Background: an optimization exercise with open tools, aiming at small area and a short achievable clock period. Do not read the settings as production practice.
Where RTL was checked, it was by simulation tests only, not by an equivalence proof against the original.
Power is estimated from default activity; no workload was simulated.

// BMD_64_RWDMA_FSM
module BMD_64_RWDMA_FSM (
    clk,
    rst_n,
    init_rst_i,
    wdma_rst_o,
    mwr_len_i,
    mwr_count_i,
    wdma_start_o,
    wdma_addr_o,
    wdma_done_i,
    wdma_irq_o,
    next_wdma_addr_i,
    next_wdma_up_addr_i,
    next_wdma_valid_i,
    wdma_start_i,
    wdma_stop_i,
    wdma_running_o,
    wdma_frame_len_i,
    timeframe_end_i,
    wdma_buf_ptr_o,
    wdma_status_o,
    cc_timeout_o
);
==> flow/config.mk <==
export PLATFORM = sky130hd
export DESIGN_NAME = BMD_64_RWDMA_FSM
export DESIGN_NICKNAME = BMD_64_RWDMA_FSM
export VERILOG_FILES = /design/flow/design.v
export SDC_FILE = /design/flow/constraint.sdc
export NUM_CORES = 4
export LEC_CHECK = 0
export CAP_MARGIN = 20
export CORE_MARGIN = 2
export CORE_UTILIZATION = 70
export CTS_BUF_LIST = sky130_fd_sc_hd__clkbuf_4 sky130_fd_sc_hd__clkbuf_8
export PLACE_DENSITY = 0.8
export SETUP_SLACK_MARGIN = 4.2
export SLEW_MARGIN = 20
export SYNTH_HIERARCHICAL = 1
export SYNTH_MINIMUM_KEEP_SIZE = 0
==> flow/constraint.sdc <==
create_clock -name core_clock -period 8.5 [get_ports {clk}]
set_input_delay 1.7000 -clock core_clock [delete_from_list [all_inputs] [get_ports {clk}]]
set_output_delay 1.7000 -clock core_clock [all_outputs]
set_load 0.01 [all_outputs]
standard.sh (not shown) runs the stock make flow with config.mk's settings and CLKGATE_MAP_FILE= SYNTH_SCRIPT=/design/flow/synth_recipe.tcl, a recipe that flattens the netlist after the stock synthesis.
==> flow/flow/run.sh <==
#!/bin/bash
# The standard layout (standard.sh, synthesis unchanged), with two layout choices:
# - the port buffers are sky130_fd_sc_hd__buf_1 (the default pick, clkdlybuf4s50_1,
#   is larger and slower);
# - clock tree synthesis adds no dummy loads and clusters up to 30 sinks per
#   buffer (otherwise the same arguments as ORFS: sink clustering, clock-net repair,
#   the CTS_BUF_LIST buffers).
set -euo pipefail
export BUFFER_PORTS_ARGS="-buffer_cell sky130_fd_sc_hd__buf_1"
export CTS_ARGS="-sink_clustering_enable -repair_clock_nets -dont_use_dummy_load -sink_clustering_size 30 -sink_clustering_max_diameter 200 -buf_list {sky130_fd_sc_hd__clkbuf_4 sky130_fd_sc_hd__clkbuf_8}"
bash standard.sh finish > flow_make.log 2>&1
==> next run, changes <==
==> flow/flow/run.sh (replaced) <==
#!/bin/bash
# Standard layout (the standard.sh, unchanged synthesis), with two changes:
# - the port buffers are sky130_fd_sc_hd__buf_1 instead of the default
#   clkdlybuf4s50_1, which is larger and slower;
# - clock tree synthesis does not add dummy loads (it otherwise uses the same
#   arguments as ORFS: sink clustering, clock-net repair, CTS_BUF_LIST).
set -euo pipefail
export BUFFER_PORTS_ARGS="-buffer_cell sky130_fd_sc_hd__buf_1"
export CTS_ARGS="-sink_clustering_enable -repair_clock_nets -dont_use_dummy_load -buf_list {sky130_fd_sc_hd__clkbuf_4 sky130_fd_sc_hd__clkbuf_8}"
bash standard.sh finish > flow_make.log 2>&1
Settings changed: SETUP_SLACK_MARGIN 4.2 to 4.1.
Outcome:
- The changed run completed with no timing, DRC or antenna violations
- via count is lower slightly
- design area drops slightly
- combinational power is lower by a few percent
- wire length goes down by a few percent
- area after synthesis stays the same
- non-clock buffer count fell by 2
- clock power drops slightly
- register-to-register slack gains 0.02 ns
- power decreases slightly
==> next run, changes <==
Settings changed: SETUP_SLACK_MARGIN 4.1 to 4.2.
Result: The changed run went through all stages and came out clean. Maximum frequency increases by 1.3%. Die area stays the same. Power increases by 1.2%. Final cell count barely changes. Routed wire length increases by 3.7%. Worst setup slack gains 0.056 ns. Synthesized cell count is unchanged. Via count increases by 1.3%. Core utilization increases by 0.92 points.
==> next run, changes <==
Settings changed: SETUP_SLACK_MARGIN 4.2 to 4.0.
=> The new run finished with timing, DRC and antenna clean. Via count is about the same. Worst setup slack is worse by 0.15 ns. Global-route usage came out lower by 0.14 points. Worst hold slack is better by 0.0096 ns. Final area came out lower by a few percent. Fmax came out lower by a few percent. Utilization came out lower by 1.7 points. Die area is unchanged. Total power came out lower by a few percent. Sequential share of layout area came out higher by 0.46 points. Synthesized cell count is unchanged.

* * *

== job 9641 ==
BMD_64_RWDMA_FSM again, from the RTL that the note above started with.
## BMD_64_RWDMA_FSM
module BMD_64_RWDMA_FSM (
    clk,
    rst_n,
    init_rst_i,
    wdma_rst_o,
    mwr_len_i,
    mwr_count_i,
    wdma_start_o,
    wdma_addr_o,
    wdma_done_i,
    wdma_irq_o,
    next_wdma_addr_i,
    next_wdma_up_addr_i,
    next_wdma_valid_i,
    wdma_start_i,
    wdma_stop_i,
    wdma_running_o,
    wdma_frame_len_i,
    timeframe_end_i,
    wdma_buf_ptr_o,
    wdma_status_o,
    cc_timeout_o
);
input           clk;
input           rst_n;
input           init_rst_i;
output          wdma_rst_o;
input  [9:0]    mwr_len_i;
input  [15:0]   mwr_count_i;
output          wdma_start_o;
output [39:0]   wdma_addr_o;
input           wdma_done_i;
output          wdma_irq_o;
input  [31:0]   next_wdma_addr_i;
input  [7:0]    next_wdma_up_addr_i;
input           next_wdma_valid_i;
input           wdma_start_i;
input           wdma_stop_i;
output          wdma_running_o;
input  [15:0]   wdma_frame_len_i;
input           timeframe_end_i;
output [15:0]   wdma_buf_ptr_o;
output [3:0]    wdma_status_o;
output          cc_timeout_o;
reg             wdma_irq_o;
  ...
Settings: LEC_CHECK=0, CAP_MARGIN=20, CORE_MARGIN=2, CORE_UTILIZATION=70, CTS_BUF_LIST=sky130_fd_sc_hd__clkbuf_4 sky130_fd_sc_hd__clkbuf_8, PLACE_DENSITY=0.8, SETUP_SLACK_MARGIN=3.9, SLEW_MARGIN=20, SYNTH_HIERARCHICAL=1, SYNTH_MINIMUM_KEEP_SIZE=0; clock period 8.5 ns.
==> flow/flow/run.sh <==
#!/bin/bash
# Standard layout (the standard.sh, unchanged synthesis), with two changes:
# - the port buffers are sky130_fd_sc_hd__buf_1 instead of the default
#   clkdlybuf4s50_1, which is larger and slower;
# - clock tree synthesis does not add dummy loads (it otherwise uses the same
#   arguments as ORFS: sink clustering, clock-net repair, CTS_BUF_LIST).
set -euo pipefail
export BUFFER_PORTS_ARGS="-buffer_cell sky130_fd_sc_hd__buf_1"
export CTS_ARGS="-sink_clustering_enable -repair_clock_nets -dont_use_dummy_load -buf_list {sky130_fd_sc_hd__clkbuf_4 sky130_fd_sc_hd__clkbuf_8}"
bash standard.sh finish > flow_make.log 2>&1
Setup changes, job 9641 to job 4317
Settings: SETUP_SLACK_MARGIN: 3.9 -> 4.2.
==> flow/flow/run.sh <==
#!/bin/bash
# The standard layout (standard.sh), with the standard synthesis unchanged:
#  1. synthesis: `standard.sh synth`, as is;
#  2. the rest of the flow, with these layout choices:
#     - port buffers are sky130_fd_sc_hd__buf_1 (the default pick, clkdlybuf4s50_1,
#       is larger and slower);
#     - the delay cells (clkdlybuf4s*, dlygate4sd*, dlymetal6s*) are not used by
#       placement/timing repair, which otherwise picks them to drive fanout;
#     - clock tree synthesis adds no dummy loads (same arguments as ORFS otherwise).
set -euo pipefail
bash standard.sh synth > flow_synth.log 2>&1
export BUFFER_PORTS_ARGS="-buffer_cell sky130_fd_sc_hd__buf_1"
export CTS_ARGS="-sink_clustering_enable -repair_clock_nets -dont_use_dummy_load -buf_list {sky130_fd_sc_hd__clkbuf_4 sky130_fd_sc_hd__clkbuf_8}"
export DONT_USE_CELLS="sky130_fd_sc_hd__clkdlybuf4s15_1 sky130_fd_sc_hd__clkdlybuf4s15_2 sky130_fd_sc_hd__clkdlybuf4s18_1 sky130_fd_sc_hd__clkdlybuf4s18_2 sky130_fd_sc_hd__clkdlybuf4s25_1 sky130_fd_sc_hd__clkdlybuf4s25_2 sky130_fd_sc_hd__clkdlybuf4s50_1 sky130_fd_sc_hd__clkdlybuf4s50_2 sky130_fd_sc_hd__dlygate4sd1_1 sky130_fd_sc_hd__dlygate4sd2_1 sky130_fd_sc_hd__dlygate4sd3_1 sky130_fd_sc_hd__dlymetal6s2s_1 sky130_fd_sc_hd__dlymetal6s4s_1 sky130_fd_sc_hd__dlymetal6s6s_1"
bash standard.sh finish > flow_make.log 2>&1
Results
Pre-CTS setup slack down 0.051 ns in job 4317 wrt job 9641
Worst-case hold slack across job 4317 and job 9641: no real change.
Looking at cell type of the slowest stage on the worst timing path, the fa_2 result is from job 4317; the buf_1 one comes from job 9641.
Changes observed in job 4317 relative to job 9641: slew at the pin closest to its max-slew limit now sits lower, clock skew now sits higher.
What job 3206 does differently from job 4317 at the input level:
Settings: a change of SETUP_SLACK_MARGIN from 4.2 to 4.3.
==> flow/flow/run.sh <==
#!/bin/bash
# Standard layout (the standard.sh, unchanged synthesis), with two changes:
# - the port buffers are sky130_fd_sc_hd__buf_1 instead of the default
#   clkdlybuf4s50_1, which is larger and slower;
# - clock tree synthesis does not add dummy loads (it otherwise uses the same
#   arguments as ORFS: sink clustering, clock-net repair, CTS_BUF_LIST).
set -euo pipefail
export BUFFER_PORTS_ARGS="-buffer_cell sky130_fd_sc_hd__buf_1"
export CTS_ARGS="-sink_clustering_enable -repair_clock_nets -dont_use_dummy_load -buf_list {sky130_fd_sc_hd__clkbuf_4 sky130_fd_sc_hd__clkbuf_8}"
bash standard.sh finish > flow_make.log 2>&1
==> comparison <==
Job 3206 against job 4317: setup slack of the critical path after layout saw an increase; half-perimeter wire length after detailed placement saw an increase; minimum period implied by the final worst setup slack saw a decrease; total track usage saw an increase; combinational share of power saw an increase.
Between job 3206 and job 4317, it is job 3206 whose wire length is higher, by 5.3%.
Worst setup path startpoint: s_q[9]$_DFF_P_ -> job 3206, mwr_count_i[11] -> job 4317
Job 3206 gives more portion of total power attributed to the clock network than job 4317 did.
Going from job 4317 to job 3206, design area rose about 4.3%; maximum vdd drop went down 0.046 mV; area of the die stayed essentially flat.
The type of the worst setup path comes out input port to flop in one run and flop to output port in the other, namely in job 4317 and job 3206 respectively.
diff inputs: job 3206 => job 2964
Settings: swapping 4.3 for 4.2 in SETUP_SLACK_MARGIN; swapping 0.8 for 0.7 in PLACE_DENSITY.
Job 2964: full flow OK, the timing, DRC and antenna checks passed. Compared with job 3206, in job 2964 max-slew headroom at the worst pin saw a decrease; shortest period the worst path allows went up 0.074 ns; post-route fraction of the period consumed by the critical path went up 0.87 points; number of cells on the critical path fell 1; wire length saw a decrease. Job 2964 reports a lower share of final-layout standard cells stronger than drive strength 1 than job 3206 does. Relative to job 3206, met3 track utilization from global routing has increased by 0.89 points in job 2964. On minimum setup slack in the final design: between job 3206 and job 2964, it ends up higher for job 3206. Job 2964 consumes less power than job 3206 does.

* * *

Setup of maple:
Another version of the RTL of BMD_64_RWDMA_FSM (not shown whole).
Size: about 1100 cells after synthesis, about 160 I/O pins.
## BMD_64_RWDMA_FSM
module BMD_64_RWDMA_FSM (
    clk,
    rst_n,
    init_rst_i,
    wdma_rst_o,
    mwr_len_i,
    mwr_count_i,
    wdma_start_o,
    wdma_addr_o,
    wdma_done_i,
    wdma_irq_o,
    next_wdma_addr_i,
    next_wdma_up_addr_i,
    next_wdma_valid_i,
    wdma_start_i,
    wdma_stop_i,
    wdma_running_o,
    wdma_frame_len_i,
    timeframe_end_i,
    wdma_buf_ptr_o,
    wdma_status_o,
    cc_timeout_o
);
Settings: LEC_CHECK=0, CAP_MARGIN=20, CORE_MARGIN=2, CORE_UTILIZATION=40, PLACE_DENSITY=0.6, SLEW_MARGIN=20, SYNTH_HIERARCHICAL=1, SYNTH_MINIMUM_KEEP_SIZE=0; clock period 8.5 ns.
==> flow/flow/run.sh <==
#!/bin/bash
# Standard layout, but with sky130_fd_sc_hd__buf_1 as the port buffer cell
# (instead of the default clkdlybuf4s50_1, which is larger and slower).
set -euo pipefail
export BUFFER_PORTS_ARGS="-buffer_cell sky130_fd_sc_hd__buf_1"
bash standard.sh finish > flow_make.log 2>&1
diff inputs: maple => quartz
- swapping 40 for 60 in CORE_UTILIZATION
- swapping 0.6 for 0.75 in PLACE_DENSITY
- putting SETUP_SLACK_MARGIN at 4.3 where nothing was set
Compared with maple, quartz shows a higher worst setup slack. quartz vs. maple: total power now sits at about the same level; count of cells resized by post-cts repair now sits higher; worst hold slack now sits higher; total instance count after detailed placement now sits lower.
Function was not checked in any run of this note: the RTL went through the layout flow alone.

* * *

== sierra ==
BMD_64_RWDMA_FSM, a different RTL version from the one above (not shown whole).
For scale: roughly 1100 cells after synthesis, ~120 flip-flops.
export LEC_CHECK = 0
export CAP_MARGIN = 20
export CORE_MARGIN = 2
export CORE_UTILIZATION = 60
export PLACE_DENSITY = 0.75
export SLEW_MARGIN = 20
export SYNTH_HIERARCHICAL = 1
export SYNTH_MINIMUM_KEEP_SIZE = 0
create_clock -name core_clock -period 8.5 [get_ports {clk}]
Scripts as last shown in full above: flow/flow/run.sh
## Diff of input files: pepper against sierra
Settings: an added SETUP_SLACK_MARGIN of 4.3.
==> comparison <==
- Compared with sierra, pepper shows a higher post-layout worst setup margin.
- Clock buffer count in the final layout: pepper and sierra compared, higher one is pepper
- Across both runs, part of the power in the clock network was lower for pepper than for sierra.
- Routed wire length on met2 in pepper is about 3% higher than in sierra
- In pepper, the post-route cell area came out 7.5% above the value in sierra.
- Summary of pepper over sierra: fmax up 18%, routed metal-1 wire length rose by 1.9%, HPWL after detailed placement went up about 0.7%, layout buffering overhead excluding clock cells +2.0 points.
- Compare pepper and sierra | post-route total power lower: sierra
- Combined buffer and inverter count along the critical path came out exactly the same in pepper and sierra.

* * *

== run 1 ==
Another version of the RTL of BMD_64_RWDMA_FSM (not shown whole).
For scale: about 1100 cells after synthesis, roughly 160 I/O pins, ~9800 sq um of cells after synthesis.
==> flow/config.mk <==
export PLATFORM = sky130hd
export DESIGN_NAME = BMD_64_RWDMA_FSM
export DESIGN_NICKNAME = BMD_64_RWDMA_FSM
export VERILOG_FILES = /design/flow/design.v
export SDC_FILE = /design/flow/constraint.sdc
export NUM_CORES = 4
export LEC_CHECK = 0
export CAP_MARGIN = 20
export CORE_MARGIN = 2
export CORE_UTILIZATION = 70
export CTS_BUF_LIST = sky130_fd_sc_hd__clkbuf_4 sky130_fd_sc_hd__clkbuf_8
export PLACE_DENSITY = 0.8
export SETUP_SLACK_MARGIN = 4.3
export SLEW_MARGIN = 20
export SYNTH_HIERARCHICAL = 1
export SYNTH_MINIMUM_KEEP_SIZE = 0
==> flow/constraint.sdc <==
create_clock -name core_clock -period 8.5 [get_ports {clk}]
set_input_delay 1.7000 -clock core_clock [delete_from_list [all_inputs] [get_ports {clk}]]
set_output_delay 1.7000 -clock core_clock [all_outputs]
set_load 0.01 [all_outputs]
==> flow/flow/run.sh <==
#!/bin/bash
# Standard layout (the standard.sh, unchanged synthesis), with two changes:
# - the port buffers are sky130_fd_sc_hd__buf_1 instead of the default
#   clkdlybuf4s50_1, which is larger and slower;
# - clock tree synthesis does not add dummy loads (it otherwise uses the same
#   arguments as ORFS: sink clustering, clock-net repair, CTS_BUF_LIST).
set -euo pipefail
export BUFFER_PORTS_ARGS="-buffer_cell sky130_fd_sc_hd__buf_1"
export CTS_ARGS="-sink_clustering_enable -repair_clock_nets -dont_use_dummy_load -buf_list {sky130_fd_sc_hd__clkbuf_4 sky130_fd_sc_hd__clkbuf_8}"
bash standard.sh finish > flow_make.log 2>&1
> inputs changed (run 1 -> run 2)
- swapping 70 for 75 in CORE_UTILIZATION
Findings:
Both conditions hold for run 2: the flow ran to the end and the final layout passed the timing, DRC and antenna checks.
Compared with run 1, in run 2 via count of the first global-routing pass picked up an extra 178; wire length of the first global-routing pass picked up an extra 1.1%; post-route standard cell area excluding fillers picked up an extra 1.8%; clock input transition at the sequential cells of the worst setup and hold paths neither gained nor lost much; total via count in the routed design picked up an extra 4.6%.
Run 1 -> run 2: overall power consumption flat
The following lists how run 3 was set up differently from run 2:
- changing SETUP_SLACK_MARGIN from 4.3 to 4.4
- changing CORE_UTILIZATION from 75 to 70
Final critical-path setup slack in run 3 vs run 2: up 0.12 ns
In terms of design area, run 2 and run 3 differ only marginally.
Run 2 has a lower well tap count than run 3.
In run 3, global-route wire length before repair is lower than in run 2.
Compared with run 2, run 3 shows number of iterations in the first detailed-routing pass higher by 3.
In the route summary, run 3 ends up with a via count below that of run 2.
### run 3 -> run 4
- changing SETUP_SLACK_MARGIN from 4.4 to 4.3
- changing CORE_UTILIZATION from 70 to 65
## What came out
| share of the final layout cell area in sequential cells | higher: run 4 |
Post-CTS clock slew at the launch and capture registers of the worst setup and hold paths of run 4 is on par with run 3.
In run 4 the first-iteration DRC count turned out about 20% lower than in run 3.
Part of the total power dissipated in combinational logic across run 4 and run 3: no real change.
From run 3 to run 4 the numbers moved as follows: maximum frequency decreased by about 1.2% relative to the old numbers; power spent charging and discharging nets now sits lower; share of the core filled with cells in the final layout now sits lower; aggregate routed wire length fell 2.5%.

-- what the ideal ports hide --
The flow's constraints put no driver on any port. The routed layouts listed below were extracted and timed again, unchanged, in two steps.
Step 1 (the two cells are an assumption about what drives the block):
set clk [get_ports {clk}]
set_driving_cell -lib_cell sky130_fd_sc_hd__clkbuf_16 $clk
set_driving_cell -lib_cell sky130_fd_sc_hd__buf_2 [delete_from_list [all_inputs] $clk]
Step 2 also shifts input and output timing later by t, the mid clock arrival at the registers, as if the neighbouring blocks saw the same clock.
a / b / c = ideal / step 1 / step 2; a / b = the first two.
run | shift t [ns] | slack for setup (ns) | clock arrival spread, ns
the first run of note 1 | 0.468 | 4.244 / 4.243 / 3.775 | 0.034 / 0.034
the second run of note 1 | 0.472 | 4.188 / 4.159 / 3.707 | 0.029 / 0.030
the third run of note 1 | 0.468 | 4.244 / 4.243 / 3.775 | 0.034 / 0.034
the fourth run of note 1 | 0.469 | 4.096 / 4.105 / 3.637 | 0.032 / 0.033
job 9641 | 0.468 | 3.993 / 4.001 / 3.533 | 0.028 / 0.028
job 4317 | 0.468 | 4.244 / 4.243 / 3.775 | 0.034 / 0.034
job 3206 | 0.464 | 4.319 / 4.281 / 3.837 | 0.031 / 0.031
job 2964 | 0.468 | 4.244 / 4.243 / 3.775 | 0.034 / 0.034
maple | 0.457 | 3.074 / 3.031 / 3.264 | 0.014 / 0.013
quartz | 0.457 | 4.023 / 3.978 / 3.787 | 0.017 / 0.017
sierra | 0.452 | 3.171 / 3.133 / 3.242 | 0.007 / 0.008
pepper | 0.458 | 3.996 / 3.955 / 3.883 | 0.009 / 0.009
run 1 | 0.464 | 4.403 / 4.365 / 3.952 | 0.034 / 0.034
run 2 | 0.472 | 4.309 / 4.271 / 3.933 | 0.026 / 0.026
run 3 | 0.473 | 4.433 / 4.396 / 4.009 | 0.021 / 0.022
run 4 | 0.460 | 4.384 / 4.349 / 3.960 | 0.036 / 0.036
After both steps every run listed still meets setup and hold. The setup slack of job 3206, which loses most, moves by -0.038 ns with the drivers and by -0.482 ns with both steps.
